Background: an optimization exercise with open tools, aiming at small area, a short achievable clock period and few clock cycles per item. Do not read the settings as production practice. The RTL was checked by simulation tests, not by an equivalence proof against the original design. No activity file was given, so power comes from the tool's default toggle rates.

`flow/run.sh`:
```
#!/bin/bash
# synth_recipe.tcl (not shown) runs the flow's synth.tcl, then flattens the netlist and writes it again
# the make line also repeats each setting of config.mk as NAME=value (left out here)
make -C /OpenROAD-flow-scripts/flow DESIGN_CONFIG=/design/flow/config.mk WORK_HOME=/design/flow/orfs CLKGATE_MAP_FILE= SYNTH_SCRIPT=/design/flow/synth_recipe.tcl finish
```
`flow/config.mk`:
```
export PLATFORM = sky130hd
export DESIGN_NAME = add_up
export DESIGN_NICKNAME = add_up
export VERILOG_FILES = /design/flow/design.v
export SDC_FILE = /design/flow/constraint.sdc
export NUM_CORES = 8
export LEC_CHECK = 0
export ABC_CLOCK_PERIOD_IN_PS = 3500
export CAP_MARGIN = 50
export CORE_MARGIN = 2
export CORE_UTILIZATION = 40
export SETUP_SLACK_MARGIN = 5
export SLEW_MARGIN = 50
```
`flow/constraint.sdc`:
```
create_clock -name core_clock -period 9.0 [get_ports {clk}]
set_input_delay 1.8000 -clock core_clock [delete_from_list [all_inputs] [get_ports {clk}]]
set_output_delay 1.8000 -clock core_clock [all_outputs]
set_load 0.01 [all_outputs]
```
`flow/design.v`:
```
module tab0_0(input [3:0] a, output [13:0] c);
  localparam [15:0] Tc0 = 16'h0116;
  assign c[0] = Tc0[a];
  localparam [15:0] Tc1 = 16'h0116;
  assign c[1] = Tc1[a];
  localparam [15:0] Tc2 = 16'h6880;
  assign c[2] = Tc2[a];
  localparam [15:0] Tc3 = 16'h7ee8;
  assign c[3] = Tc3[a];
  localparam [15:0] Tc4 = 16'he996;
  assign c[4] = Tc4[a];
  localparam [15:0] Tc5 = 16'h7ee8;
  assign c[5] = Tc5[a];
  localparam [15:0] Tc6 = 16'he996;
  assign c[6] = Tc6[a];
  localparam [15:0] Tc7 = 16'h177e;
  assign c[7] = Tc7[a];
  localparam [15:0] Tc8 = 16'h9668;
  assign c[8] = Tc8[a];
  localparam [15:0] Tc9 = 16'h8116;
  assign c[9] = Tc9[a];
  localparam [15:0] Tc10 = 16'h1668;
  assign c[10] = Tc10[a];
  localparam [15:0] Tc11 = 16'he880;
  assign c[11] = Tc11[a];
  localparam [15:0] Tc12 = 16'h0000;
  assign c[12] = Tc12[a];
  localparam [15:0] Tc13 = 16'h0000;
  assign c[13] = Tc13[a];
endmodule
module tab0_1(input [3:0] a, output [13:0] c);
  localparam [15:0] Tc0 = 16'h381c;
  assign c[0] = Tc0[a];
  localparam [15:0] Tc1 = 16'h65ba;
  assign c[1] = Tc1[a];
  localparam [15:0] Tc2 = 16'h20ba;
  assign c[2] = Tc2[a];
  localparam [15:0] Tc3 = 16'h1c86;
  assign c[3] = Tc3[a];
  localparam [15:0] Tc4 = 16'h5924;
  assign c[4] = Tc4[a];
  localparam [15:0] Tc5 = 16'h5d04;
  assign c[5] = Tc5[a];
  localparam [15:0] Tc6 = 16'h08ae;
  assign c[6] = Tc6[a];
  localparam [15:0] Tc7 = 16'h6138;
  assign c[7] = Tc7[a];
  localparam [15:0] Tc8 = 16'h7130;
  assign c[8] = Tc8[a];
  localparam [15:0] Tc9 = 16'h4d0c;
  assign c[9] = Tc9[a];
  localparam [15:0] Tc10 = 16'h18a6;
  assign c[10] = Tc10[a];
  localparam [15:0] Tc11 = 16'h08ae;
  assign c[11] = Tc11[a];
  localparam [15:0] Tc12 = 16'h08ae;
  assign c[12] = Tc12[a];
  localparam [15:0] Tc13 = 16'h08ae;
  assign c[13] = Tc13[a];
endmodule
module tab0_2(input [3:0] a, output [13:0] c);
  localparam [15:0] Tc0 = 16'h6996;
  assign c[0] = Tc0[a];
  localparam [15:0] Tc1 = 16'h2902;
  assign c[1] = Tc1[a];
  localparam [15:0] Tc2 = 16'h4094;
  assign c[2] = Tc2[a];
  localparam [15:0] Tc3 = 16'h42d4;
  assign c[3] = Tc3[a];
  localparam [15:0] Tc4 = 16'h2942;
  assign c[4] = Tc4[a];
  localparam [15:0] Tc5 = 16'h4294;
  assign c[5] = Tc5[a];
  localparam [15:0] Tc6 = 16'h2942;
  assign c[6] = Tc6[a];
  localparam [15:0] Tc7 = 16'h2b02;
  assign c[7] = Tc7[a];
  localparam [15:0] Tc8 = 16'h4294;
  assign c[8] = Tc8[a];
  localparam [15:0] Tc9 = 16'h2942;
  assign c[9] = Tc9[a];
  localparam [15:0] Tc10 = 16'h4294;
  assign c[10] = Tc10[a];
  localparam [15:0] Tc11 = 16'h40d4;
  assign c[11] = Tc11[a];
  localparam [15:0] Tc12 = 16'h40d4;
  assign c[12] = Tc12[a];
  localparam [15:0] Tc13 = 16'h40d4;
  assign c[13] = Tc13[a];
endmodule
module tab0_3(input [3:0] a, output [13:0] c);
  localparam [15:0] Tc0 = 16'h45a2;
  assign c[0] = Tc0[a];
  localparam [15:0] Tc1 = 16'h793c;
  assign c[1] = Tc1[a];
  localparam [15:0] Tc2 = 16'h7130;
  assign c[2] = Tc2[a];
  localparam [15:0] Tc3 = 16'h249a;
  assign c[3] = Tc3[a];
  localparam [15:0] Tc4 = 16'h1c86;
  assign c[4] = Tc4[a];
  localparam [15:0] Tc5 = 16'h0c8e;
  assign c[5] = Tc5[a];
  localparam [15:0] Tc6 = 16'h30b2;
  assign c[6] = Tc6[a];
  localparam [15:0] Tc7 = 16'h5924;
  assign c[7] = Tc7[a];
  localparam [15:0] Tc8 = 16'h5d04;
  assign c[8] = Tc8[a];
  localparam [15:0] Tc9 = 16'h08ae;
  assign c[9] = Tc9[a];
  localparam [15:0] Tc10 = 16'h3492;
  assign c[10] = Tc10[a];
  localparam [15:0] Tc11 = 16'h30b2;
  assign c[11] = Tc11[a];
  localparam [15:0] Tc12 = 16'h30b2;
  assign c[12] = Tc12[a];
  localparam [15:0] Tc13 = 16'h30b2;
  assign c[13] = Tc13[a];
endmodule
module tab2_0(input [3:0] a, output [13:0] c);
  localparam [15:0] Tc0 = 16'h3432;
  assign c[0] = Tc0[a];
  localparam [15:0] Tc1 = 16'h3032;
  assign c[1] = Tc1[a];
  localparam [15:0] Tc2 = 16'h3fc2;
  assign c[2] = Tc2[a];
  localparam [15:0] Tc3 = 16'h5964;
  assign c[3] = Tc3[a];
  localparam [15:0] Tc4 = 16'h52b4;
  assign c[4] = Tc4[a];
  localparam [15:0] Tc5 = 16'h5f04;
  assign c[5] = Tc5[a];
  localparam [15:0] Tc6 = 16'hc992;
  assign c[6] = Tc6[a];
  localparam [15:0] Tc7 = 16'h0b42;
  assign c[7] = Tc7[a];
  localparam [15:0] Tc8 = 16'h5158;
  assign c[8] = Tc8[a];
  localparam [15:0] Tc9 = 16'h9d9c;
  assign c[9] = Tc9[a];
  localparam [15:0] Tc10 = 16'h1ee0;
  assign c[10] = Tc10[a];
  localparam [15:0] Tc11 = 16'he000;
  assign c[11] = Tc11[a];
  localparam [15:0] Tc12 = 16'h0000;
  assign c[12] = Tc12[a];
  localparam [15:0] Tc13 = 16'h0000;
  assign c[13] = Tc13[a];
endmodule
module tab2_1(input [3:0] a, output [13:0] c);
  localparam [15:0] Tc0 = 16'h0ff0;
  assign c[0] = Tc0[a];
  localparam [15:0] Tc1 = 16'h0f00;
  assign c[1] = Tc1[a];
  localparam [15:0] Tc2 = 16'h3ccc;
  assign c[2] = Tc2[a];
  localparam [15:0] Tc3 = 16'h9a5a;
  assign c[3] = Tc3[a];
  localparam [15:0] Tc4 = 16'h239c;
  assign c[4] = Tc4[a];
  localparam [15:0] Tc5 = 16'hcc10;
  assign c[5] = Tc5[a];
  localparam [15:0] Tc6 = 16'ha54a;
  assign c[6] = Tc6[a];
  localparam [15:0] Tc7 = 16'h500a;
  assign c[7] = Tc7[a];
  localparam [15:0] Tc8 = 16'h0ffa;
  assign c[8] = Tc8[a];
  localparam [15:0] Tc9 = 16'h5550;
  assign c[9] = Tc9[a];
  localparam [15:0] Tc10 = 16'hcc36;
  assign c[10] = Tc10[a];
  localparam [15:0] Tc11 = 16'hccfe;
  assign c[11] = Tc11[a];
  localparam [15:0] Tc12 = 16'hccfe;
  assign c[12] = Tc12[a];
  localparam [15:0] Tc13 = 16'hccfe;
  assign c[13] = Tc13[a];
endmodule
module tab2_2(input [3:0] a, output [13:0] c);
  localparam [15:0] Tc0 = 16'h6666;
  assign c[0] = Tc0[a];
  localparam [15:0] Tc1 = 16'heeee;
  assign c[1] = Tc1[a];
  localparam [15:0] Tc2 = 16'hb4b4;
  assign c[2] = Tc2[a];
  localparam [15:0] Tc3 = 16'h37c8;
  assign c[3] = Tc3[a];
  localparam [15:0] Tc4 = 16'h6d5a;
  assign c[4] = Tc4[a];
  localparam [15:0] Tc5 = 16'h85a0;
  assign c[5] = Tc5[a];
  localparam [15:0] Tc6 = 16'h9c66;
  assign c[6] = Tc6[a];
  localparam [15:0] Tc7 = 16'h2644;
  assign c[7] = Tc7[a];
  localparam [15:0] Tc8 = 16'h6222;
  assign c[8] = Tc8[a];
  localparam [15:0] Tc9 = 16'hdd22;
  assign c[9] = Tc9[a];
  localparam [15:0] Tc10 = 16'h5a78;
  assign c[10] = Tc10[a];
  localparam [15:0] Tc11 = 16'h5070;
  assign c[11] = Tc11[a];
  localparam [15:0] Tc12 = 16'h5070;
  assign c[12] = Tc12[a];
  localparam [15:0] Tc13 = 16'h5070;
  assign c[13] = Tc13[a];
endmodule
module tab2_3(input [3:0] a, output [13:0] c);
  localparam [15:0] Tc0 = 16'h33cc;
  assign c[0] = Tc0[a];
  localparam [15:0] Tc1 = 16'hffcc;
  assign c[1] = Tc1[a];
  localparam [15:0] Tc2 = 16'h99aa;
  assign c[2] = Tc2[a];
  localparam [15:0] Tc3 = 16'h1ef0;
  assign c[3] = Tc3[a];
  localparam [15:0] Tc4 = 16'h8666;
  assign c[4] = Tc4[a];
  localparam [15:0] Tc5 = 16'he888;
  assign c[5] = Tc5[a];
  localparam [15:0] Tc6 = 16'hc33c;
  assign c[6] = Tc6[a];
  localparam [15:0] Tc7 = 16'hf330;
  assign c[7] = Tc7[a];
  localparam [15:0] Tc8 = 16'hc0fc;
  assign c[8] = Tc8[a];
  localparam [15:0] Tc9 = 16'h300c;
  assign c[9] = Tc9[a];
  localparam [15:0] Tc10 = 16'h969a;
  assign c[10] = Tc10[a];
  localparam [15:0] Tc11 = 16'hb2ba;
  assign c[11] = Tc11[a];
  localparam [15:0] Tc12 = 16'hb2ba;
  assign c[12] = Tc12[a];
  localparam [15:0] Tc13 = 16'hb2ba;
  assign c[13] = Tc13[a];
endmodule
module tab1_0(input [7:0] a, output [13:0] h, output [13:0] l);
  localparam [15:0] Th0 = 16'h6996;
  assign h[0] = Th0[a[7:4]];
  localparam [15:0] Th1 = 16'h177e;
  assign h[1] = Th1[a[7:4]];
  localparam [15:0] Th2 = 16'hf00e;
  assign h[2] = Th2[a[7:4]];
  localparam [15:0] Th3 = 16'h9968;
  assign h[3] = Th3[a[7:4]];
  localparam [15:0] Th4 = 16'h4bda;
  assign h[4] = Th4[a[7:4]];
  localparam [15:0] Th5 = 16'ha1a0;
  assign h[5] = Th5[a[7:4]];
  localparam [15:0] Th6 = 16'hf1f0;
  assign h[6] = Th6[a[7:4]];
  localparam [15:0] Th7 = 16'h3d3c;
  assign h[7] = Th7[a[7:4]];
  localparam [15:0] Th8 = 16'h5756;
  assign h[8] = Th8[a[7:4]];
  localparam [15:0] Th9 = 16'hfffe;
  assign h[9] = Th9[a[7:4]];
  localparam [15:0] Th10 = 16'h9668;
  assign h[10] = Th10[a[7:4]];
  localparam [15:0] Th11 = 16'he880;
  assign h[11] = Th11[a[7:4]];
  localparam [15:0] Th12 = 16'h0000;
  assign h[12] = Th12[a[7:4]];
  localparam [15:0] Th13 = 16'h0000;
  assign h[13] = Th13[a[7:4]];
  localparam [15:0] Tl0 = 16'h33cc;
  assign l[0] = Tl0[a[3:0]];
  localparam [15:0] Tl1 = 16'h3cf0;
  assign l[1] = Tl1[a[3:0]];
  localparam [15:0] Tl2 = 16'h6aaa;
  assign l[2] = Tl2[a[3:0]];
  localparam [15:0] Tl3 = 16'hb3cc;
  assign l[3] = Tl3[a[3:0]];
  localparam [15:0] Tl4 = 16'hcc00;
  assign l[4] = Tl4[a[3:0]];
  localparam [15:0] Tl5 = 16'h9696;
  assign l[5] = Tl5[a[3:0]];
  localparam [15:0] Tl6 = 16'hb2b2;
  assign l[6] = Tl6[a[3:0]];
  localparam [15:0] Tl7 = 16'he718;
  assign l[7] = Tl7[a[3:0]];
  localparam [15:0] Tl8 = 16'hc4dc;
  assign l[8] = Tl8[a[3:0]];
  localparam [15:0] Tl9 = 16'h07e0;
  assign l[9] = Tl9[a[3:0]];
  localparam [15:0] Tl10 = 16'hf800;
  assign l[10] = Tl10[a[3:0]];
  localparam [15:0] Tl11 = 16'h0000;
  assign l[11] = Tl11[a[3:0]];
  localparam [15:0] Tl12 = 16'h0000;
  assign l[12] = Tl12[a[3:0]];
  localparam [15:0] Tl13 = 16'h0000;
  assign l[13] = Tl13[a[3:0]];
endmodule
module tab1_1(input [7:0] a, output [13:0] h, output [13:0] l);
  localparam [15:0] Th0 = 16'h9966;
  assign h[0] = Th0[a[7:4]];
  localparam [15:0] Th1 = 16'h1188;
  assign h[1] = Th1[a[7:4]];
  localparam [15:0] Th2 = 16'h4b5a;
  assign h[2] = Th2[a[7:4]];
  localparam [15:0] Th3 = 16'h38c6;
  assign h[3] = Th3[a[7:4]];
  localparam [15:0] Th4 = 16'h6ea8;
  assign h[4] = Th4[a[7:4]];
  localparam [15:0] Th5 = 16'h1696;
  assign h[5] = Th5[a[7:4]];
  localparam [15:0] Th6 = 16'h54d4;
  assign h[6] = Th6[a[7:4]];
  localparam [15:0] Th7 = 16'h5b24;
  assign h[7] = Th7[a[7:4]];
  localparam [15:0] Th8 = 16'h93c8;
  assign h[8] = Th8[a[7:4]];
  localparam [15:0] Th9 = 16'h1300;
  assign h[9] = Th9[a[7:4]];
  localparam [15:0] Th10 = 16'h8a66;
  assign h[10] = Th10[a[7:4]];
  localparam [15:0] Th11 = 16'h8aee;
  assign h[11] = Th11[a[7:4]];
  localparam [15:0] Th12 = 16'h8aee;
  assign h[12] = Th12[a[7:4]];
  localparam [15:0] Th13 = 16'h8aee;
  assign h[13] = Th13[a[7:4]];
  localparam [15:0] Tl0 = 16'hc33c;
  assign l[0] = Tl0[a[3:0]];
  localparam [15:0] Tl1 = 16'h65a6;
  assign l[1] = Tl1[a[3:0]];
  localparam [15:0] Tl2 = 16'h89c8;
  assign l[2] = Tl2[a[3:0]];
  localparam [15:0] Tl3 = 16'hc23c;
  assign l[3] = Tl3[a[3:0]];
  localparam [15:0] Tl4 = 16'hcf0c;
  assign l[4] = Tl4[a[3:0]];
  localparam [15:0] Tl5 = 16'h9aa6;
  assign l[5] = Tl5[a[3:0]];
  localparam [15:0] Tl6 = 16'h75ae;
  assign l[6] = Tl6[a[3:0]];
  localparam [15:0] Tl7 = 16'h0f5e;
  assign l[7] = Tl7[a[3:0]];
  localparam [15:0] Tl8 = 16'hf00e;
  assign l[8] = Tl8[a[3:0]];
  localparam [15:0] Tl9 = 16'ha554;
  assign l[9] = Tl9[a[3:0]];
  localparam [15:0] Tl10 = 16'hc968;
  assign l[10] = Tl10[a[3:0]];
  localparam [15:0] Tl11 = 16'h0180;
  assign l[11] = Tl11[a[3:0]];
  localparam [15:0] Tl12 = 16'h0100;
  assign l[12] = Tl12[a[3:0]];
  localparam [15:0] Tl13 = 16'h0100;
  assign l[13] = Tl13[a[3:0]];
endmodule
module tab1_2(input [7:0] a, output [13:0] h, output [13:0] l);
  localparam [15:0] Th0 = 16'h6996;
  assign h[0] = Th0[a[7:4]];
  localparam [15:0] Th1 = 16'h188e;
  assign h[1] = Th1[a[7:4]];
  localparam [15:0] Th2 = 16'ha224;
  assign h[2] = Th2[a[7:4]];
  localparam [15:0] Th3 = 16'h6992;
  assign h[3] = Th3[a[7:4]];
  localparam [15:0] Th4 = 16'he87e;
  assign h[4] = Th4[a[7:4]];
  localparam [15:0] Th5 = 16'h2432;
  assign h[5] = Th5[a[7:4]];
  localparam [15:0] Th6 = 16'hecfe;
  assign h[6] = Th6[a[7:4]];
  localparam [15:0] Th7 = 16'he30e;
  assign h[7] = Th7[a[7:4]];
  localparam [15:0] Th8 = 16'hdcc2;
  assign h[8] = Th8[a[7:4]];
  localparam [15:0] Th9 = 16'h33ce;
  assign h[9] = Th9[a[7:4]];
  localparam [15:0] Th10 = 16'h5a94;
  assign h[10] = Th10[a[7:4]];
  localparam [15:0] Th11 = 16'h50d4;
  assign h[11] = Th11[a[7:4]];
  localparam [15:0] Th12 = 16'h50d4;
  assign h[12] = Th12[a[7:4]];
  localparam [15:0] Th13 = 16'h50d4;
  assign h[13] = Th13[a[7:4]];
  localparam [15:0] Tl0 = 16'h5a5a;
  assign l[0] = Tl0[a[3:0]];
  localparam [15:0] Tl1 = 16'hc6c6;
  assign l[1] = Tl1[a[3:0]];
  localparam [15:0] Tl2 = 16'h0df2;
  assign l[2] = Tl2[a[3:0]];
  localparam [15:0] Tl3 = 16'h5558;
  assign l[3] = Tl3[a[3:0]];
  localparam [15:0] Tl4 = 16'h0f0a;
  assign l[4] = Tl4[a[3:0]];
  localparam [15:0] Tl5 = 16'h669c;
  assign l[5] = Tl5[a[3:0]];
  localparam [15:0] Tl6 = 16'hb42c;
  assign l[6] = Tl6[a[3:0]];
  localparam [15:0] Tl7 = 16'hfb0c;
  assign l[7] = Tl7[a[3:0]];
  localparam [15:0] Tl8 = 16'h55a6;
  assign l[8] = Tl8[a[3:0]];
  localparam [15:0] Tl9 = 16'h3362;
  assign l[9] = Tl9[a[3:0]];
  localparam [15:0] Tl10 = 16'h6978;
  assign l[10] = Tl10[a[3:0]];
  localparam [15:0] Tl11 = 16'h7170;
  assign l[11] = Tl11[a[3:0]];
  localparam [15:0] Tl12 = 16'h7170;
  assign l[12] = Tl12[a[3:0]];
  localparam [15:0] Tl13 = 16'h7170;
  assign l[13] = Tl13[a[3:0]];
endmodule
module tab1_3(input [7:0] a, output [13:0] h, output [13:0] l);
  localparam [15:0] Th0 = 16'h6996;
  assign h[0] = Th0[a[7:4]];
  localparam [15:0] Th1 = 16'hb224;
  assign h[1] = Th1[a[7:4]];
  localparam [15:0] Th2 = 16'hccc8;
  assign h[2] = Th2[a[7:4]];
  localparam [15:0] Th3 = 16'h6996;
  assign h[3] = Th3[a[7:4]];
  localparam [15:0] Th4 = 16'h188e;
  assign h[4] = Th4[a[7:4]];
  localparam [15:0] Th5 = 16'h077e;
  assign h[5] = Th5[a[7:4]];
  localparam [15:0] Th6 = 16'h00fe;
  assign h[6] = Th6[a[7:4]];
  localparam [15:0] Th7 = 16'haa54;
  assign h[7] = Th7[a[7:4]];
  localparam [15:0] Th8 = 16'h0fa4;
  assign h[8] = Th8[a[7:4]];
  localparam [15:0] Th9 = 16'hf004;
  assign h[9] = Th9[a[7:4]];
  localparam [15:0] Th10 = 16'h9692;
  assign h[10] = Th10[a[7:4]];
  localparam [15:0] Th11 = 16'hb2b2;
  assign h[11] = Th11[a[7:4]];
  localparam [15:0] Th12 = 16'hb2b2;
  assign h[12] = Th12[a[7:4]];
  localparam [15:0] Th13 = 16'hb2b2;
  assign h[13] = Th13[a[7:4]];
  localparam [15:0] Tl0 = 16'h6666;
  assign l[0] = Tl0[a[3:0]];
  localparam [15:0] Tl1 = 16'h11ee;
  assign l[1] = Tl1[a[3:0]];
  localparam [15:0] Tl2 = 16'h5ab4;
  assign l[2] = Tl2[a[3:0]];
  localparam [15:0] Tl3 = 16'h6cc8;
  assign l[3] = Tl3[a[3:0]];
  localparam [15:0] Tl4 = 16'he666;
  assign l[4] = Tl4[a[3:0]];
  localparam [15:0] Tl5 = 16'h4bb4;
  assign l[5] = Tl5[a[3:0]];
  localparam [15:0] Tl6 = 16'h155e;
  assign l[6] = Tl6[a[3:0]];
  localparam [15:0] Tl7 = 16'hc3c2;
  assign l[7] = Tl7[a[3:0]];
  localparam [15:0] Tl8 = 16'hcfce;
  assign l[8] = Tl8[a[3:0]];
  localparam [15:0] Tl9 = 16'hfc02;
  assign l[9] = Tl9[a[3:0]];
  localparam [15:0] Tl10 = 16'h6664;
  assign l[10] = Tl10[a[3:0]];
  localparam [15:0] Tl11 = 16'h4444;
  assign l[11] = Tl11[a[3:0]];
  localparam [15:0] Tl12 = 16'h4444;
  assign l[12] = Tl12[a[3:0]];
  localparam [15:0] Tl13 = 16'h4444;
  assign l[13] = Tl13[a[3:0]];
endmodule
module kfix1(input [3:0] sel, output [12:0] v);
  assign v = ({13{sel[0]}} & 13'd2971) | ({13{sel[1]}} & 13'd7105) | ({13{sel[2]}} & 13'd7529) | ({13{sel[3]}} & 13'd7657);
endmodule
module tab3_0(input [7:0] a, output [13:0] h, output [13:0] l);
  localparam [15:0] Th0 = 16'h0ff0;
  assign h[0] = Th0[a[7:4]];
  localparam [15:0] Th1 = 16'ha5aa;
  assign h[1] = Th1[a[7:4]];
  localparam [15:0] Th2 = 16'h9c66;
  assign h[2] = Th2[a[7:4]];
  localparam [15:0] Th3 = 16'hb0d2;
  assign h[3] = Th3[a[7:4]];
  localparam [15:0] Th4 = 16'hbf02;
  assign h[4] = Th4[a[7:4]];
  localparam [15:0] Th5 = 16'h2664;
  assign h[5] = Th5[a[7:4]];
  localparam [15:0] Th6 = 16'hfb44;
  assign h[6] = Th6[a[7:4]];
  localparam [15:0] Th7 = 16'hc378;
  assign h[7] = Th7[a[7:4]];
  localparam [15:0] Th8 = 16'h0380;
  assign h[8] = Th8[a[7:4]];
  localparam [15:0] Th9 = 16'h595a;
  assign h[9] = Th9[a[7:4]];
  localparam [15:0] Th10 = 16'hf40a;
  assign h[10] = Th10[a[7:4]];
  localparam [15:0] Th11 = 16'h000a;
  assign h[11] = Th11[a[7:4]];
  localparam [15:0] Th12 = 16'h000a;
  assign h[12] = Th12[a[7:4]];
  localparam [15:0] Th13 = 16'h000a;
  assign h[13] = Th13[a[7:4]];
  localparam [15:0] Tl0 = 16'h6996;
  assign l[0] = Tl0[a[3:0]];
  localparam [15:0] Tl1 = 16'hd442;
  assign l[1] = Tl1[a[3:0]];
  localparam [15:0] Tl2 = 16'hf0f2;
  assign l[2] = Tl2[a[3:0]];
  localparam [15:0] Tl3 = 16'h9964;
  assign l[3] = Tl3[a[3:0]];
  localparam [15:0] Tl4 = 16'hbb22;
  assign l[4] = Tl4[a[3:0]];
  localparam [15:0] Tl5 = 16'hdd44;
  assign l[5] = Tl5[a[3:0]];
  localparam [15:0] Tl6 = 16'h77ee;
  assign l[6] = Tl6[a[3:0]];
  localparam [15:0] Tl7 = 16'h00ee;
  assign l[7] = Tl7[a[3:0]];
  localparam [15:0] Tl8 = 16'h6688;
  assign l[8] = Tl8[a[3:0]];
  localparam [15:0] Tl9 = 16'h22aa;
  assign l[9] = Tl9[a[3:0]];
  localparam [15:0] Tl10 = 16'he196;
  assign l[10] = Tl10[a[3:0]];
  localparam [15:0] Tl11 = 16'h1f7e;
  assign l[11] = Tl11[a[3:0]];
  localparam [15:0] Tl12 = 16'hfffe;
  assign l[12] = Tl12[a[3:0]];
  localparam [15:0] Tl13 = 16'hfffe;
  assign l[13] = Tl13[a[3:0]];
endmodule
module tab3_1(input [7:0] a, output [13:0] h, output [13:0] l);
  localparam [15:0] Th0 = 16'h33cc;
  assign h[0] = Th0[a[7:4]];
  localparam [15:0] Th1 = 16'hc3f0;
  assign h[1] = Th1[a[7:4]];
  localparam [15:0] Th2 = 16'h9596;
  assign h[2] = Th2[a[7:4]];
  localparam [15:0] Th3 = 16'h2ad4;
  assign h[3] = Th3[a[7:4]];
  localparam [15:0] Th4 = 16'h3318;
  assign h[4] = Th4[a[7:4]];
  localparam [15:0] Th5 = 16'h5a86;
  assign h[5] = Th5[a[7:4]];
  localparam [15:0] Th6 = 16'hc642;
  assign h[6] = Th6[a[7:4]];
  localparam [15:0] Th7 = 16'ha8a8;
  assign h[7] = Th7[a[7:4]];
  localparam [15:0] Th8 = 16'hff00;
  assign h[8] = Th8[a[7:4]];
  localparam [15:0] Th9 = 16'h0ff0;
  assign h[9] = Th9[a[7:4]];
  localparam [15:0] Th10 = 16'hcc3c;
  assign h[10] = Th10[a[7:4]];
  localparam [15:0] Th11 = 16'hccfc;
  assign h[11] = Th11[a[7:4]];
  localparam [15:0] Th12 = 16'hccfc;
  assign h[12] = Th12[a[7:4]];
  localparam [15:0] Th13 = 16'hccfc;
  assign h[13] = Th13[a[7:4]];
  localparam [15:0] Tl0 = 16'h6996;
  assign l[0] = Tl0[a[3:0]];
  localparam [15:0] Tl1 = 16'h2b42;
  assign l[1] = Tl1[a[3:0]];
  localparam [15:0] Tl2 = 16'hd402;
  assign l[2] = Tl2[a[3:0]];
  localparam [15:0] Tl3 = 16'h6994;
  assign l[3] = Tl3[a[3:0]];
  localparam [15:0] Tl4 = 16'he78e;
  assign l[4] = Tl4[a[3:0]];
  localparam [15:0] Tl5 = 16'h1f7e;
  assign l[5] = Tl5[a[3:0]];
  localparam [15:0] Tl6 = 16'h0f0e;
  assign l[6] = Tl6[a[3:0]];
  localparam [15:0] Tl7 = 16'h6968;
  assign l[7] = Tl7[a[3:0]];
  localparam [15:0] Tl8 = 16'hdbda;
  assign l[8] = Tl8[a[3:0]];
  localparam [15:0] Tl9 = 16'ha1a0;
  assign l[9] = Tl9[a[3:0]];
  localparam [15:0] Tl10 = 16'h9866;
  assign l[10] = Tl10[a[3:0]];
  localparam [15:0] Tl11 = 16'h88ee;
  assign l[11] = Tl11[a[3:0]];
  localparam [15:0] Tl12 = 16'h88ee;
  assign l[12] = Tl12[a[3:0]];
  localparam [15:0] Tl13 = 16'h88ee;
  assign l[13] = Tl13[a[3:0]];
endmodule
module tab3_2(input [7:0] a, output [13:0] h, output [13:0] l);
  localparam [15:0] Th0 = 16'h9696;
  assign h[0] = Th0[a[7:4]];
  localparam [15:0] Th1 = 16'h17e8;
  assign h[1] = Th1[a[7:4]];
  localparam [15:0] Th2 = 16'h18f0;
  assign h[2] = Th2[a[7:4]];
  localparam [15:0] Th3 = 16'h8666;
  assign h[3] = Th3[a[7:4]];
  localparam [15:0] Th4 = 16'he888;
  assign h[4] = Th4[a[7:4]];
  localparam [15:0] Th5 = 16'h55aa;
  assign h[5] = Th5[a[7:4]];
  localparam [15:0] Th6 = 16'h5500;
  assign h[6] = Th6[a[7:4]];
  localparam [15:0] Th7 = 16'h99cc;
  assign h[7] = Th7[a[7:4]];
  localparam [15:0] Th8 = 16'hbbaa;
  assign h[8] = Th8[a[7:4]];
  localparam [15:0] Th9 = 16'h22cc;
  assign h[9] = Th9[a[7:4]];
  localparam [15:0] Th10 = 16'h3cf0;
  assign h[10] = Th10[a[7:4]];
  localparam [15:0] Th11 = 16'h30f0;
  assign h[11] = Th11[a[7:4]];
  localparam [15:0] Th12 = 16'h30f0;
  assign h[12] = Th12[a[7:4]];
  localparam [15:0] Th13 = 16'h30f0;
  assign h[13] = Th13[a[7:4]];
  localparam [15:0] Tl0 = 16'ha55a;
  assign l[0] = Tl0[a[3:0]];
  localparam [15:0] Tl1 = 16'h0a50;
  assign l[1] = Tl1[a[3:0]];
  localparam [15:0] Tl2 = 16'h339c;
  assign l[2] = Tl2[a[3:0]];
  localparam [15:0] Tl3 = 16'h694a;
  assign l[3] = Tl3[a[3:0]];
  localparam [15:0] Tl4 = 16'h24fa;
  assign l[4] = Tl4[a[3:0]];
  localparam [15:0] Tl5 = 16'he3c6;
  assign l[5] = Tl5[a[3:0]];
  localparam [15:0] Tl6 = 16'h10ce;
  assign l[6] = Tl6[a[3:0]];
  localparam [15:0] Tl7 = 16'h66a8;
  assign l[7] = Tl7[a[3:0]];
  localparam [15:0] Tl8 = 16'h78f0;
  assign l[8] = Tl8[a[3:0]];
  localparam [15:0] Tl9 = 16'h70f0;
  assign l[9] = Tl9[a[3:0]];
  localparam [15:0] Tl10 = 16'hd5aa;
  assign l[10] = Tl10[a[3:0]];
  localparam [15:0] Tl11 = 16'hffaa;
  assign l[11] = Tl11[a[3:0]];
  localparam [15:0] Tl12 = 16'hffaa;
  assign l[12] = Tl12[a[3:0]];
  localparam [15:0] Tl13 = 16'hffaa;
  assign l[13] = Tl13[a[3:0]];
endmodule
module tab3_3(input [7:0] a, output [13:0] h, output [13:0] l);
  localparam [15:0] Th0 = 16'h5a5a;
  assign h[0] = Th0[a[7:4]];
  localparam [15:0] Th1 = 16'h3636;
  assign h[1] = Th1[a[7:4]];
  localparam [15:0] Th2 = 16'hcd32;
  assign h[2] = Th2[a[7:4]];
  localparam [15:0] Th3 = 16'h5a68;
  assign h[3] = Th3[a[7:4]];
  localparam [15:0] Th4 = 16'hfada;
  assign h[4] = Th4[a[7:4]];
  localparam [15:0] Th5 = 16'h39c6;
  assign h[5] = Th5[a[7:4]];
  localparam [15:0] Th6 = 16'h073e;
  assign h[6] = Th6[a[7:4]];
  localparam [15:0] Th7 = 16'haa54;
  assign h[7] = Th7[a[7:4]];
  localparam [15:0] Th8 = 16'h5a0e;
  assign h[8] = Th8[a[7:4]];
  localparam [15:0] Th9 = 16'h9c98;
  assign h[9] = Th9[a[7:4]];
  localparam [15:0] Th10 = 16'hbaba;
  assign h[10] = Th10[a[7:4]];
  localparam [15:0] Th11 = 16'hbaba;
  assign h[11] = Th11[a[7:4]];
  localparam [15:0] Th12 = 16'hbaba;
  assign h[12] = Th12[a[7:4]];
  localparam [15:0] Th13 = 16'hbaba;
  assign h[13] = Th13[a[7:4]];
  localparam [15:0] Tl0 = 16'h6996;
  assign l[0] = Tl0[a[3:0]];
  localparam [15:0] Tl1 = 16'h4d24;
  assign l[1] = Tl1[a[3:0]];
  localparam [15:0] Tl2 = 16'h2b62;
  assign l[2] = Tl2[a[3:0]];
  localparam [15:0] Tl3 = 16'h8e78;
  assign l[3] = Tl3[a[3:0]];
  localparam [15:0] Tl4 = 16'h33bc;
  assign l[4] = Tl4[a[3:0]];
  localparam [15:0] Tl5 = 16'hcc30;
  assign l[5] = Tl5[a[3:0]];
  localparam [15:0] Tl6 = 16'hccfc;
  assign l[6] = Tl6[a[3:0]];
  localparam [15:0] Tl7 = 16'h3c0c;
  assign l[7] = Tl7[a[3:0]];
  localparam [15:0] Tl8 = 16'hf30c;
  assign l[8] = Tl8[a[3:0]];
  localparam [15:0] Tl9 = 16'hff0c;
  assign l[9] = Tl9[a[3:0]];
  localparam [15:0] Tl10 = 16'h969a;
  assign l[10] = Tl10[a[3:0]];
  localparam [15:0] Tl11 = 16'hb2ba;
  assign l[11] = Tl11[a[3:0]];
  localparam [15:0] Tl12 = 16'hb2ba;
  assign l[12] = Tl12[a[3:0]];
  localparam [15:0] Tl13 = 16'hb2ba;
  assign l[13] = Tl13[a[3:0]];
endmodule
module kfix3(input [3:0] sel, output [12:0] v);
  assign v = ({13{sel[0]}} & 13'd1763) | ({13{sel[1]}} & 13'd805) | ({13{sel[2]}} & 13'd581) | ({13{sel[3]}} & 13'd515);
endmodule
`timescale 1ns / 1ps
module add_up(
    input [14:0] in,
    output [17:0] out1,output [17:0] out2,
    output [17:0] out4,output [17:0] out3,
    input clk,
    input rst,
    input in_valid,
    output in_ready,
    output out_valid
    );
assign in_ready = 1'b1;
reg  [3:0]  cnt;         
reg         dir;         
reg         pact;        
reg  [3:0]  pj;          
wire        take  = in_valid & ~rst;
wire        shift = take | (pact & (cnt == 4'd0));    
wire        pv    = shift & pact;                     
always @(posedge clk) begin
    if (rst) begin
        cnt <= 4'd0; pj <= 4'd0; dir <= 1'b0; pact <= 1'b0;
    end else begin
        if (pv) begin
            pj <= pj + 4'd1;
            if (pj == 4'd15) pact <= 1'b0;
        end
        if (take) begin
            cnt <= cnt + 4'd1;
            if (cnt == 4'd15) begin
                dir <= ~dir; pact <= 1'b1; pj <= 4'd0;
            end
        end
    end
end
wire [15:0] p;           
dct_array ua(.clk(clk), .shift(shift), .dir(dir), .smp(in), .p(p));
wire [3:0] x0b, x2b;     
wire [7:0] db;           
dct_serial us(.clk(clk), .pv(pv), .first(pj == 4'd0), .p(p), .x0b(x0b), .x2b(x2b), .db(db));
wire [3:0] a0 = {x0b[0], x0b[1], x0b[2], x0b[3]};      
wire [3:0] a2 = {x2b[0], x2b[1], x2b[2], x2b[3]};
wire [7:0] a1 = {db[0], db[1], db[2], db[3], db[4], db[5], db[6], db[7]};
reg  [7:0] XO [0:3];     
reg  [7:0] XE [0:3];     
reg  [4:0] V;            
reg  [3:0] J [0:4];      
integer i;
always @(posedge clk) begin
    XO[0] <= (pj == 4'd15) ? ~a1 : a1; XE[0] <= {a0, a2}; J[0] <= pj;
    for (i = 1; i < 4; i = i + 1) begin XO[i] <= XO[i - 1]; XE[i] <= XE[i - 1]; end
    for (i = 1; i < 5; i = i + 1) J[i] <= J[i - 1];
    if (rst) V <= 5'd0;
    else     V <= {V[3:0], pv};
end
wire [12:0] res [0:15];  
reg  [3:0]  fin;         
genvar k;
generate
    for (k = 0; k < 4; k = k + 1) begin : grp
        wire [13:0] c0w, c2w, h1, l1, h3, l3;
        reg  [13:0] c0, c1, c2, c3;
        reg         first, ns, last;
        wire [14:0] mask;
        if (k == 0) begin : t0
            tab0_0 u0(XE[0][7:4], c0w); tab1_0 u1(XO[0], h1, l1);
            tab2_0 u2(XE[0][3:0], c2w); tab3_0 u3(XO[0], h3, l3);
        end else if (k == 1) begin : t1
            tab0_1 u0(XE[1][7:4], c0w); tab1_1 u1(XO[1], h1, l1);
            tab2_1 u2(XE[1][3:0], c2w); tab3_1 u3(XO[1], h3, l3);
        end else if (k == 2) begin : t2
            tab0_2 u0(XE[2][7:4], c0w); tab1_2 u1(XO[2], h1, l1);
            tab2_2 u2(XE[2][3:0], c2w); tab3_2 u3(XO[2], h3, l3);
        end else begin : t3
            tab0_3 u0(XE[3][7:4], c0w); tab1_3 u1(XO[3], h1, l1);
            tab2_3 u2(XE[3][3:0], c2w); tab3_3 u3(XO[3], h3, l3);
        end
        genvar b;
        for (b = 0; b < 13; b = b + 1) begin : mk
            assign mask[b] = (J[k + 1] >= 15 - b);
        end
        assign mask[13] = 1'b1;
        assign mask[14] = (J[k + 1] != 4'd0);
        always @(posedge clk) begin
            c0    <= c0w;
            c1    <= h1 + l1;
            c2    <= c2w;
            c3    <= h3 + l3;
            first <= (J[k] == 4'd0);
            ns    <= (J[k] == 4'd1) | (J[k] == 4'd2);
            last  <= (J[k] == 4'd15);
            if (rst) fin[k] <= 1'b0;
            else     fin[k] <= V[k + 1] & last;
        end
        dct_acc r0(.clk(clk), .v(V[k + 1]), .first(first), .ns(ns), .neg(last), .mask(mask), .c(c0),  .res(res[4 * k + 0]));
        dct_acc r1(.clk(clk), .v(V[k + 1]), .first(first), .ns(ns), .neg(1'b0), .mask(mask), .c(c1),  .res(res[4 * k + 1]));
        dct_acc r2(.clk(clk), .v(V[k + 1]), .first(first), .ns(ns), .neg(last), .mask(mask), .c(c2),  .res(res[4 * k + 2]));
        dct_acc r3(.clk(clk), .v(V[k + 1]), .first(first), .ns(ns), .neg(1'b0), .mask(mask), .c(c3),  .res(res[4 * k + 3]));
    end
endgenerate
wire [12:0] kf1, kf3;
kfix1 uk1(fin, kf1);
kfix3 uk3(fin, kf3);
wire [12:0] r0 = ({13{fin[0]}} & res[0])  | ({13{fin[1]}} & res[4])  | ({13{fin[2]}} & res[8])  | ({13{fin[3]}} & res[12]);
wire [12:0] r1 = ({13{fin[0]}} & res[1])  | ({13{fin[1]}} & res[5])  | ({13{fin[2]}} & res[9])  | ({13{fin[3]}} & res[13]);
wire [12:0] r2 = ({13{fin[0]}} & res[2])  | ({13{fin[1]}} & res[6])  | ({13{fin[2]}} & res[10]) | ({13{fin[3]}} & res[14]);
wire [12:0] r3 = ({13{fin[0]}} & res[3])  | ({13{fin[1]}} & res[7])  | ({13{fin[2]}} & res[11]) | ({13{fin[3]}} & res[15]);
reg [12:0] o1, o2, o3, o4;
reg        ov;
always @(posedge clk) begin
    if (rst) ov <= 1'b0;
    else     ov <= |fin;
    o1 <= r0;
    o2 <= r1 + kf1;
    o3 <= r2;
    o4 <= r3 + kf3;
end
assign out_valid = ov;
assign out1 = {o1, 5'd0};
assign out2 = {o2, 5'd0};
assign out3 = {o3, 5'd0};
assign out4 = {o4, 5'd0};
endmodule
module dct_array(
    input clk, input shift, input dir, input [14:0] smp,
    output [15:0] p
    );
reg  [15:0] M [0:15];
wire [15:0] inb;
genvar r, c;
generate
    for (c = 0; c < 16; c = c + 1) begin : ib
        if (c == 0) begin : z
            assign inb[c] = 1'b0;
        end else begin : b
            assign inb[c] = smp[15 - c];
        end
    end
    for (r = 0; r < 16; r = r + 1) begin : row
        for (c = 0; c < 16; c = c + 1) begin : col
            localparam P = (r + c) % 2;
            wire dn = (r == 0) ? inb[c] ^ P : ~M[(r == 0) ? 0 : r - 1][c];
            wire rt = (c == 0) ? inb[r] ^ P : ~M[r][(c == 0) ? 0 : c - 1];
            always @(posedge clk)
                if (shift) M[r][c] <= dir ? rt : dn;
        end
    end
    for (c = 0; c < 16; c = c + 1) begin : pl
        localparam P = c % 2;            
        assign p[c] = (dir ? M[15 - c][15] : M[15][15 - c]) ^ P;
    end
endgenerate
endmodule
module dct_serial(
    input clk, input pv, input first, input [15:0] p,
    output [3:0] x0b, output [3:0] x2b, output [7:0] db
    );
reg  [7:0] cs, cd;
reg  [3:0] c0, c2;
wire [7:0] sb;
wire [7:0] cs_in = first ? 8'h00 : cs;
wire [7:0] cd_in = first ? 8'hff : cd;
wire [3:0] c0_in = first ? 4'h0 : c0;
wire [3:0] c2_in = first ? 4'hf : c2;
wire [7:0] ncs, ncd;
wire [3:0] nc0, nc2;
genvar m;
generate
    for (m = 0; m < 8; m = m + 1) begin : sa
        wire a = p[m], b = p[15 - m];
        assign sb[m]  = a ^ b ^ cs_in[m];
        assign ncs[m] = (a & b) | (a & cs_in[m]) | (b & cs_in[m]);
        assign db[m]  = a ^ ~b ^ cd_in[m];
        assign ncd[m] = (a & ~b) | (a & cd_in[m]) | (~b & cd_in[m]);
    end
    for (m = 0; m < 4; m = m + 1) begin : sb2
        wire a = sb[m], b = sb[7 - m];
        assign x0b[m] = a ^ b ^ c0_in[m];
        assign nc0[m] = (a & b) | (a & c0_in[m]) | (b & c0_in[m]);
        assign x2b[m] = a ^ ~b ^ c2_in[m];
        assign nc2[m] = (a & ~b) | (a & c2_in[m]) | (~b & c2_in[m]);
    end
endgenerate
always @(posedge clk)
    if (pv) begin
        cs <= ncs; cd <= ncd; c0 <= nc0; c2 <= nc2;
    end
endmodule
module dct_base(input [14:0] R, input ns, output [14:0] base);
assign base = {ns & R[14], ns ? R[13] : R[14], ~ns & R[13], R[12:1]};
endmodule
module dct_acc(
    input clk, input v, input first, input ns, input neg, input [14:0] mask,
    input [13:0] c, output [12:0] res
    );
reg  [14:0] R;
wire [14:0] base, sum;
dct_base bs(R, ns, base);
wire [14:0] op = {1'b0, ~c[13], c[12:0] ^ {13{neg}}};
dct_add15 ad(.a(base), .b(op), .s(sum));
always @(posedge clk)
    if (v) R <= {sum[14] & mask[14], first ? ~c[13] : sum[13], sum[12:0] & mask[12:0]};
assign res = R[12:0];
endmodule
module dct_add15(input [14:0] a, input [14:0] b, output [14:0] s);
assign s = a + b;
endmodule
```
==> impl_metrics.env, run 1 <==
export IMPL_status="no timing/DRC/antenna violations"
export IMPL_clk_latency_ns=0.72
export IMPL_finalCriticalPeriod_ns=3.83
export IMPL_synth_seq_cells=880
export IMPL_r2r_end="o2[12]"
export IMPL_grt_pass1_wl_mm=193
export IMPL_rsz0062_at_grt="true"
export IMPL_skew_ns=0.0354
export IMPL_ir_worst_vdd_uv=167
export IMPL_dp_hpwl_mm=93.8
export IMPL_die_area_um2=132000
export IMPL_num_vias=36260
export IMPL_fillerInstances=11864
export IMPL_fin_util_pct=44.9
export IMPL_worstSetupPathType="reg -> reg"
export IMPL_fmax_mhz=261
export IMPL_viasPerCell=5.40
export IMPL_syn_inst=4945
export IMPL_syn_to_final_growth_pct=11.3
export IMPL_cp_buffers_inverters=2
export IMPL_crit_path_max_incr_delay_ns=0.74
export IMPL_cts_setup_buffers=0
export IMPL_hold_buffers=0
export IMPL_root_buffer="clkbuf_16"
export IMPL_cp_max_fo=31
export IMPL_crit_path_cell_trace="buf_4 > nor2_1 > nand2_1 > ha_1 > inv_1 > fa_1 > nand2b_1 > a21oi_1 > o211ai_1 > a31oi_1 > a221oi_1 > o21bai_1 > xor2_1"
export IMPL_post_place_ws_ns=4.29
export IMPL_die_w_um=363
export IMPL_reg2reg_depth=13
export IMPL_drv_cap=0
export IMPL_core_area_um2=128000
export IMPL_synthFlopType="edfxtp_1"
export IMPL_firstDrtPassIters=6
export IMPL_post_drt_wl_per_cell_um=18.7
export IMPL_drt_initial_drc_count=2583
export IMPL_hold_viol=0
export IMPL_hold_path_startpoint="J[0][2]"
export IMPL_clk_pin_slew_ns=0.06
export IMPL_netlist_area_um2=51500
export IMPL_max_slew_margin_pct=50.7
export IMPL_p_per_area_nw_per_um2=232
export IMPL_num_io_pins=92
export IMPL_portBuffers=70
export IMPL_synth_edf_count=519
export IMPL_cts_max_path_buffers=3
export IMPL_maxSlewViolCount=0
export IMPL_grt_usage_pct=18.7
export IMPL_tightest_slew_ns=0.735
export IMPL_hp_class="reg -> reg"
export IMPL_fin_nets=5518
export IMPL_htree_levels=3
export IMPL_clkSinkCount=880
export IMPL_final_cell_mix="edfxtp_1 (519), ha_1 (476), nor2_1 (410)"
export IMPL_grt_pass1_vias=34335
export IMPL_rows=131
export IMPL_tns_ns=0
export IMPL_die_y_um=363
export IMPL_hold_path_end="J[1][2]"
export IMPL_cts_resized=0
export IMPL_ant_nets=0
export IMPL_drc_errors=0
export IMPL_cts_buffers=93
export IMPL_setup_slack_ns=5.17
export IMPL_crit_reg2reg_launch="fin[1]"
export IMPL_multi_input_area_um2=27200
export IMPL_overflow=0
export IMPL_wirelength_mm=126
export IMPL_min_path_cells=0
export IMPL_register_area_um2=22900
export IMPL_setup_viol=0
export IMPL_crit_arrival_ns=4.46
export IMPL_ys_seq_area_share_pct=44.3
export IMPL_antenna_cells=0
export IMPL_cp_start_kind="register"
export IMPL_synthDistinctLibCells=78
export IMPL_antenna_found_initial=2
export IMPL_worstPathRequired_ns=9.63
export IMPL_cp_end_kind="register"
export IMPL_place_gp_congestion=0.888
export IMPL_grt_max_degree=92
export IMPL_syn_avg_cell_area_um2=10.4
export IMPL_drive_gt1_share_pct=6.25
export IMPL_crit_slowest_cell="dfxtp_2"
export IMPL_synth_async_sr_flop_share_pct=0
export IMPL_ys_warnings_count=11
export IMPL_start_util_pct=40.4
export IMPL_cellLeakagePower_nw=22.4
export IMPL_cts_tree="built"
export IMPL_r2r_setup_slack_ns=5.17
export IMPL_final_common_cell="edfxtp_1"
export IMPL_crit_family="compound AO/OA/AOI/OAI gates"
export IMPL_period_share_pct=42.6
cell usage after synthesis, types with 79 or more instances:
master	number	area share [%]
nor3_1	111	1.1
edfxtp_1	519	30
a21oi_1	312	3.0
nand2_1	308	2.2
inv_1	239	1.7
a21o_1	116	1.7
o21ai_0	261	2.5
xnor2_1	158	2.7
xor2_1	201	3.4
a211oi_1	79	1.2
dfxtp_1	361	14
mux2i_1	315	6.1
a22oi_1	106	1.5
clkbuf_1	123	0.90
nor2_1	410	3.0
ha_1	477	12
area by class of cell:
class,instances,share of cell area (%)
clock buffer,135,4.86
clock inverter,40,0.820
inverter,243,1.59
multi-input combinational,3655,47.4
sequential,880,39.8
tap,1662,3.62
timing repair buffer,100,1.87
report_power, final:
| part | switching (mW) | leakage [nW] | internal (mW) |
|---|---|---|---|
| registers | 0.380 | 7.49 | 4.67 |
| clock network | 1.70 | 1.60 | 2.33 |
| logic | 2.34 | 13.3 | 1.87 |
| total | 4.42 | 22.4 | 8.87 |
flip-flops by register name, summed over array words and instances, names as in the netlist, 8 cells and up:
name / flops
XO: 32
o1: 13
grp.c1: 53
grp.c0: 39
o4: 13
grp.c3: 53
o2: 13
grp.r3.R: 60
grp.r2.R: 60
us.cd: 8
J: 20
o3: 13
us.cs: 8
grp.r1.R: 60
grp.c2: 48
ua.M: 255
grp.r0.R: 60
XE: 32
metrics by stage:
stage | cell area, um2 | cells | power [mW] | hold WS [ns]
after CTS | 57300 | 6714 | 13.4 | 0.368
after floorplan | 51700 | 4964 | 8.36 | 0.329
after global routing | 57400 | 6715 | 14.1 | 0.388
final | 57400 | 6715 | 13.3 | 0.373
after detailed placement | 54100 | 6539 | 9.30 | 0.378
after global placement | 53900 | 6534 | 9.24 | 0.378
how the worst max path moves through the flow:
| stage | depth (start not counted) | to | slack (ns) | startpoint |
|---|---|---|---|---|
| floorplan | 9 | pj[3] | 1.40 | cnt[1] |
| global placement | 5 | ua.M[0][3] | 4.28 | in_valid |
| global route | 13 | grp[1].c3[12] | 5.00 | XO[1][0] |
| CTS | 12 | grp[0].c3[10] | 5.05 | XO[0][6] |
| finish | 13 | o2[12] | 5.17 | fin[1] |
| detailed placement | 7 | ua.M[0][3] | 4.29 | in_valid |
metal layers:
metal / GRT usage, % / part of all wire (%) / wire (um) / vias to the layer above
met3: 2.79 / 4.5 / 5670 / 185
met5: 0 / 0.0056 / 7 / -
met2: 31.4 / 48 / 60300 / 744
met1: 24.7 / 44 / 55900 / 17352
li1: - / - / - / 17977
met4: 5.81 / 3.1 / 3890 / 2
kinds of logic after synthesis:
group	share of synthesized area, %
mux	7.21
simple gates	10.8
compound gates	14.8
buf+inv	3.28
flops	44.3
xor+xnor	6.10
other cells	0.0146
fa+ha+maj	13.5
Testbench counts, summed over its fixed seeds: cycles 5,304, blocks 320.
==> run 2, diff against run 1 <==
==> flow/flow/run.sh (new file) <==
#!/bin/bash
# Standard layout, with plain buffers on the ports.
set -o pipefail
bash standard.sh "BUFFER_PORTS_ARGS=-buffer_cell sky130_fd_sc_hd__buf_2" finish > standard.log 2>&1
==> flow/standard.sh (new file) <==
#!/bin/bash
# synth_recipe.tcl (not shown) runs the flow's synth.tcl, then flattens the netlist and writes it again
# the make line also repeats each setting of config.mk as NAME=value (left out here)
make -C /OpenROAD-flow-scripts/flow DESIGN_CONFIG=/design/flow/config.mk WORK_HOME=/design/flow/orfs CLKGATE_MAP_FILE= SYNTH_SCRIPT=/design/flow/synth_recipe.tcl "${@:-finish}"
removed: flow/run.sh
==> run 2 against run 1 <==
  * Clock-buffer cell count down 9
  * Routed wire length about the same
  * Power barely moved
  * Synthesized cell count unchanged
  * Critical path depth fell by 1
  * Critical path type unchanged
  * Clock skew increased by 0.012 ns
==> impl_metrics.env, run 2 <==
export IMPL_ys_warnings_count=11
export IMPL_status="no timing/DRC/antenna violations"
export IMPL_crit_slowest_cell="dfxtp_1"
export IMPL_cp_start_kind="register"
export IMPL_synth_async_sr_flop_share_pct=0
export IMPL_comb_power_share_pct=31.6
export IMPL_total_power_mw=13.3
export IMPL_p_per_area_nw_per_um2=233
export IMPL_drc_errors=0
export IMPL_syn_inst=4945
export IMPL_synth_common_cells="edfxtp_1 (519), ha_1 (477), nor2_1 (410), dfxtp_1 (361), mux2i_1 (315)"
export IMPL_overflow=0
export IMPL_maxSlewViolCount=0
export IMPL_fin_nets=5519
export IMPL_final_common_cell="edfxtp_1"
export IMPL_start_util_pct=40.4
export IMPL_setup_viol=0
export IMPL_netlist_area_um2=51500
export IMPL_grt_pass1_wl_mm=194
export IMPL_syn_avg_cell_area_um2=10.4
export IMPL_viasPerCell=5.38
export IMPL_die_w_um=363
export IMPL_syn_to_final_growth_pct=10.6
export IMPL_tns_ns=0
export IMPL_post_drt_wl_per_cell_um=18.7
export IMPL_firstDrtPassIters=8
export IMPL_ys_seq_area_share_pct=44.3
export IMPL_htree_levels=3
export IMPL_grt_usage_pct=18.7
export IMPL_drv_cap=0
export IMPL_crit_family="compound AO/OA/AOI/OAI gates"
export IMPL_num_io_pins=92
export IMPL_period_share_pct=41.5
export IMPL_clk_latency_ns=0.72
export IMPL_cts_max_path_buffers=3
export IMPL_cp_buffers_inverters=1
export IMPL_grt_pass1_vias=34436
export IMPL_skew_ns=0.0476
export IMPL_cts_tree="built"
export IMPL_core_area_um2=128000
export IMPL_clkSinkCount=880
export IMPL_crit_path_cell_trace="inv_1 > ha_1 > xor2_1 > ha_1 > fa_1 > a21o_1 > a21oi_1 > o21ai_0 > o211a_1 > o211a_1 > o21ai_0 > a31o_2"
export IMPL_die_area_um2=132000
export IMPL_portBuffers=70
export IMPL_ir_worst_vdd_uv=166
export IMPL_clk_pin_slew_ns=0.07
export IMPL_wirelength_mm=126
export IMPL_grt_max_degree=95
export IMPL_cp_end_kind="register"
export IMPL_sw_frac_of_total_pct=33.3
export IMPL_fmax_mhz=268
export IMPL_p_switching_mw=4.43
export IMPL_synth_seq_cells=880
export IMPL_antenna_found_initial=4
export IMPL_final_cell_mix="edfxtp_1 (519), ha_1 (476), nor2_1 (410)"
export IMPL_crit_path_max_incr_delay_ns=0.72
export IMPL_worstPathRequired_ns=9.65
export IMPL_max_slew_margin_pct=52.3
export IMPL_synthFlopType="edfxtp_1"
export IMPL_ant_nets=0
export IMPL_synth_most_common_cell="edfxtp_1"
export IMPL_crit_reg2reg_launch="XO[2][2]"
export IMPL_rsz0062_at_grt="false"
export IMPL_die_y_um=363
export IMPL_synthDistinctLibCells=78
export IMPL_root_buffer="clkbuf_16"
export IMPL_place_gp_congestion=0.906
export IMPL_cp_max_fo=19
export IMPL_p_seq_share_pct=38.1
export IMPL_hold_viol=0
export IMPL_drt_initial_drc_count=2585
export IMPL_largest_register_ffs=255
export IMPL_worstSetupPathType="reg -> reg"
export IMPL_cellLeakagePower_nw=22.5
export IMPL_dp_hpwl_mm=93.9
export IMPL_p_int_mw=8.86
export IMPL_hold_path_startpoint="J[0][2]"
export IMPL_finalCriticalPeriod_ns=3.74
export IMPL_num_vias=36133
export IMPL_yosysTopAreaCellShare_pct=30.2
export IMPL_clock_power_share_pct=30.3
export IMPL_synth_edf_count=519
export IMPL_rows=131
export IMPL_cts_setup_buffers=0
export IMPL_crit_arrival_ns=4.38
export IMPL_fin_util_pct=44.7
export IMPL_hp_class="reg -> reg"
export IMPL_critPathLaunch="XO[2][2]"
export IMPL_drive_gt1_share_pct=7.52
export IMPL_yosys_area_top_type="edfxtp_1"
export IMPL_tightest_slew_ns=0.708
export IMPL_cts_buffers=93
export IMPL_synth_area_top_cells="edfxtp_1 (30%), dfxtp_1 (14%), ha_1 (12%), mux2i_1 (6.1%), xor2_1 (3.4%)"
export IMPL_top_register="ua.M"
==> run 2: cell types whose count changed in the layout (fill, tap and decap cells not counted), moves of 4 or more <==
cell             delta
buf_2              +70
buf_6               +5
clkbuf_16           -4
clkdlybuf4s50_1    -70
clkinv_1           +10
clkinv_2            -4
==> run 2: final timing paths <==
path	end	slack (ns)	depth (start not counted)
setup / recovery	grp[2].c3[12]	5.26	12
hold / removal	J[1][2]	0.36	0
setup reg to reg	grp[2].c3[12]	5.26	12
hold reg to reg	J[1][2]	0.36	0
==> run 2: power by group through the flow <==
stage	sequential, mW	clock, mW	combinational [mW]
after floorplan	4.92	0	3.44
after global placement	5.17	0	4.10
after detailed placement	5.16	0	4.15
after CTS	5.08	4.13	4.19
after global routing	5.11	4.29	4.75
final	5.06	4.03	4.20
==> run 2: per-stage QoR <==
| stage | hold slack [ns] | area [um2] | setup slack (ns) | instances |
|---|---|---|---|---|
| 2_1_floorplan | 0.329 | 51700 | 1.40 | 4964 |
| 3_3_place_gp | 0.376 | 53500 | 4.78 | 6537 |
| 3_5_place_dp | 0.376 | 53700 | 5.02 | 6540 |
| 4_1_cts | 0.353 | 56900 | 5.04 | 6716 |
| 5_1_grt | 0.369 | 57000 | 5.02 | 6717 |
| 6_report | 0.356 | 57000 | 5.26 | 6718 |
==> run 2: logic make-up (layout without fill, tap and decap cells) <==
| group | Yosys count | after routing | synth area share (%) |
|---|---|---|---|
| buffers and inverters | 429 | 520 | 3.28 |
| XOR/XNOR | 359 | 359 | 6.10 |
| AND/OR/NAND/NOR | 1198 | 1198 | 10.8 |
| other | 2 | 22 | 0.0146 |
| adder cells (fa/ha/maj) | 527 | 527 | 13.5 |
| flip-flops | 880 | 880 | 44.3 |
| AO/OA/AOI/OAI | 1189 | 1189 | 14.8 |
| multiplexers | 361 | 361 | 7.21 |
==> run 2: cell type report <==
| cell class | count | area [um2] |
|---|---|---|
| Antenna cell | 1 | 2.50 |
| Clock buffer | 126 | 2640 |
| Clock inverter | 50 | 617 |
| Fill cell | 11929 | 70700 |
| Inverter | 243 | 912 |
| Multi-Input combinational cell | 3655 | 27200 |
| Sequential cell | 880 | 22900 |
| Tap cell | 1662 | 2080 |
| Timing Repair Buffer | 101 | 704 |
==> run 2: metal layers <==
layer | global-route usage [%] | wire length, um
met1 | 25.0 | 56500
met2 | 31.0 | 59100
met3 | 2.42 | 5560
met4 | 6.98 | 4690
met5 | 0 | 0
==> run 2: worst register-to-register path, cell delays in order, from the launching register on <==
cell     delay [ns]
dfxtp_1        0.72
inv_1          0.38
ha_1           0.42
xor2_1         0.17
ha_1           0.23
fa_1           0.41
a21o_1         0.19
a21oi_1        0.25
o21ai_0        0.12
o211a_1        0.15
o211a_1        0.25
o21ai_0        0.21
a31o_2         0.18
==> run 2: timing repair <==
item | CTS | global route
hold buffers | 0 | 0
endpoints found under the setup margin | 0 | 7
hold endpoints to repair | 0 | 0
gates resized for setup | 0 | 6
==> run 3, diff against run 2 <==
==> flow/flow/run.sh (replaced) <==
#!/bin/bash
# Standard layout, repair of the worst paths aiming at a 2.5 ns period, plain buffers on the ports.
set -o pipefail
bash standard.sh SETUP_SLACK_MARGIN=6.5 TNS_END_PERCENT=5 "BUFFER_PORTS_ARGS=-buffer_cell sky130_fd_sc_hd__buf_2" finish > standard.log 2>&1
==> run 3 against run 2 <==
  * Sequential cell count unchanged
  * Core utilization rose by 2.9 points
  * Global-route usage up 0.65 points
  * Clock skew down 0.024 ns
  * Die area is the same
  * Largest power group unchanged
==> impl_metrics.env, run 3 <==
export IMPL_status="no timing/DRC/antenna violations"
export IMPL_wirelength_mm=134
export IMPL_start_util_pct=40.4
export IMPL_ys_seq_area_share_pct=44.3
export IMPL_cts_buffers=95
export IMPL_crit_path_max_incr_delay_ns=0.37
export IMPL_hold_path_end="J[1][3]"
export IMPL_cp_buffers_inverters=1
export IMPL_syn_avg_cell_area_um2=10.4
export IMPL_max_slew_margin_pct=48.5
export IMPL_finalCriticalPeriod_ns=3.01
export IMPL_cts_tree="built"
export IMPL_synth_area_top_cells="edfxtp_1 (30%), dfxtp_1 (14%), ha_1 (12%), mux2i_1 (6.1%), xor2_1 (3.4%)"
export IMPL_top_register="ua.M"
export IMPL_worstPathRequired_ns=7.20
export IMPL_netlist_area_um2=51500
export IMPL_synth_xor_xnor_area_share_pct=6.10
export IMPL_dp_hpwl_mm=93.8
export IMPL_worstSetupPathType="reg -> out"
export IMPL_r2r_end="grp[0].c3[10]"
export IMPL_r2r_setup_slack_ns=6.00
export IMPL_antenna_found_initial=2
export IMPL_num_vias=37726
export IMPL_placed_cells=6540
export IMPL_place_gp_congestion=0.906
export IMPL_fmax_mhz=332
export IMPL_synth_top_family_by_area="compound AO/OA/AOI/OAI gates"
export IMPL_finalNonFillerCells=6910
export IMPL_synth_most_common_cell="edfxtp_1"
export IMPL_grt_max_degree=65
export IMPL_drive_gt1_share_pct=16.0
export IMPL_p_per_area_nw_per_um2=226
export IMPL_clkSinkCount=880
export IMPL_firstDrtPassIters=7
export IMPL_syn_to_final_growth_pct=17.7
export IMPL_num_io_pins=92
export IMPL_clk_pin_slew_ns=0.06
export IMPL_drt_initial_drc_count=3007
export IMPL_synth_fa_ha_area_share_pct=13.5
export IMPL_post_drt_wl_per_cell_um=19.3
export IMPL_hold_worst_slack_ns=0.371
export IMPL_reg2reg_depth=13
export IMPL_yosysTopAreaCellShare_pct=30.2
export IMPL_synthDistinctLibCells=78
export IMPL_crit_slowest_cell="dfxtp_4"
export IMPL_yosys_area_top_type="edfxtp_1"
export IMPL_hold_path_startpoint="J[0][3]"
export IMPL_muxShareOfSynthArea_pct=7.21
export IMPL_portBuffers=70
export IMPL_hp_class="reg -> reg"
export IMPL_synth_edf_count=519
export IMPL_synth_seq_cells=880
export IMPL_crit_path_cell_trace="buf_6"
export IMPL_fin_area_um2=60700
export IMPL_synthSimpleGateAreaFrac_pct=10.8
export IMPL_drc_errors=0
export IMPL_ir_worst_vdd_uv=175
export IMPL_skew_ns=0.0239
export IMPL_rsz0062_at_grt="true"
export IMPL_grt_usage_pct=19.4
export IMPL_clk_latency_ns=0.73
export IMPL_placed_area_um2=53700
export IMPL_overflow=0
export IMPL_rows=131
export IMPL_ant_nets=0
export IMPL_ys_warnings_count=11
export IMPL_drv_cap=0
export IMPL_cp_end_kind="output pin"
export IMPL_fin_nets=5711
export IMPL_hold_viol=0
export IMPL_crit_arrival_ns=1.21
export IMPL_cp_max_fo=1
export IMPL_die_area_um2=132000
export IMPL_min_path_cells=0
export IMPL_period_share_pct=33.5
export IMPL_final_cell_mix="edfxtp_1 (519), ha_1 (430), nor2_1 (401)"
export IMPL_synthFlopType="edfxtp_1"
export IMPL_die_w_um=363
export IMPL_crit_reg2reg_launch="XO[0][1]"
export IMPL_root_buffer="clkbuf_16"
export IMPL_cp_start_kind="register"
export IMPL_syn_inst=4945
export IMPL_fin_util_pct=47.5
export IMPL_tns_ns=0
export IMPL_die_y_um=363
export IMPL_synth_async_sr_flop_share_pct=0
export IMPL_core_area_um2=128000
export IMPL_htree_levels=3
export IMPL_setup_viol=0
export IMPL_final_common_cell="edfxtp_1"
export IMPL_synth_compound_area_share_pct=14.8
export IMPL_crit_family="flip-flops"
export IMPL_tightest_slew_ns=0.767
export IMPL_grt_pass1_wl_mm=201
export IMPL_cellLeakagePower_nw=23.8
export IMPL_cts_max_path_buffers=3
export IMPL_viasPerCell=5.46
export IMPL_synth_common_cells="edfxtp_1 (519), ha_1 (477), nor2_1 (410), dfxtp_1 (361), mux2i_1 (315)"
export IMPL_largest_register_ffs=255
export IMPL_grt_pass1_vias=35302
export IMPL_maxSlewViolCount=0
run 3: cell counts after synthesis:
Identical to the previous run, type by type.
run 3: power breakdown:
part / leakage [nW] / total [mW] / internal, mW / switching (mW)
combinational: 14.7 / 4.60 / 2.10 / 2.50
sequential: 7.51 / 5.06 / 4.67 / 0.393
clock: 1.60 / 4.05 / 2.33 / 1.72
total: 23.8 / 13.7 / 9.10 / 4.61
run 3: final cells by class:
class                   count  area, um2
diodes                      1       2.50
inverters                 243        975
clock buffers             127       2740
clock inverters            51        523
multi-input cells        3655      28500
repair buffers            291       2900
well taps                1662       2080
flip-flops and latches    880      23000
fillers                 11569      67000
run 3: layer usage:
metal  global-route usage [%]  vias to the layer above  share of wire [%]
met2                     32.5                      923                 48
met3                     2.20                      200                4.5
met1                     26.1                    18205                 44
met4                     6.28                        0                3.0
met5                        0                        -                  0
li1                         -                    18398                  -
run 3: timing repair:
item | CTS | global route
setup endpoints to repair | 679 | 571
endpoints found under the hold margin | 0 | 0
hold buffers | 0 | 0
resized for setup | 279 | 159
gates cloned | 14 | 8
setup buffers | 110 | 59
pin swaps | 75 | 69
run 3: stage by stage:
| step | power, mW | worst slack [ns] |
|---|---|---|
| after floorplan | 8.36 | 1.40 |
| after global placement | 9.25 | 4.86 |
| after detailed placement | 9.31 | 4.62 |
| after CTS | 13.6 | 5.94 |
| after global routing | 14.5 | 5.87 |
| final | 13.7 | 5.99 |
run 3: logic make-up (layout without fill, tap and decap cells):
family / after synthesis / count (layout)
AO/OA/AOI/OAI: 1189 / 1189
other: 2 / 22
flip-flops: 880 / 880
buffers and inverters: 429 / 712
multiplexers: 361 / 361
XOR/XNOR: 359 / 359
adder cells (fa/ha/maj): 527 / 527
AND/OR/NAND/NOR: 1198 / 1198
run 3: worst max path at each step:
stage	slack (ns)	startpoint	to	cells past startpoint
final	5.99	o2[12]	out2[17]	1
after global routing	5.87	grp[3].last	grp[3].r0.R[13]	10
after CTS	5.94	o2[10]	out2[15]	1
after detailed placement	4.62	rst	ua.M[0][2]	6
after global placement	4.86	rst	ua.M[0][2]	4
after floorplan	1.40	cnt[1]	pj[3]	9

[static timing again, ports no longer ideal]
How much do the figures lean on ideal ports? The routed layouts below were timed once more, with nothing changed but the port constraints.
Step 1 assumes that a clkbuf_16 drives the clock port and a buf_2 every other input.
Step 2, shift: input delay + t, output delay - t, t = (earliest + latest rising clock arrival at the registers) / 2. This alone moves slack from input paths to output paths.
Slacks: no drivers / after step 1 / after step 2; pairs: no drivers / after step 1.
run | shift t [ns] | slack for setup (ns) | worst setup path after step 2
run 1 | 0.768 | 5.166 / 5.166 / 4.521 | input to register
run 2 | 0.776 | 5.264 / 5.264 / 5.166 | input to register
run 3 | 0.786 | 5.989 / 5.918 / 5.545 | input to register
After both steps setup and hold are still met in every run listed. For run 1, which loses most, drivers alone change the setup slack by 0.000 ns; drivers and shift together by -0.645 ns.
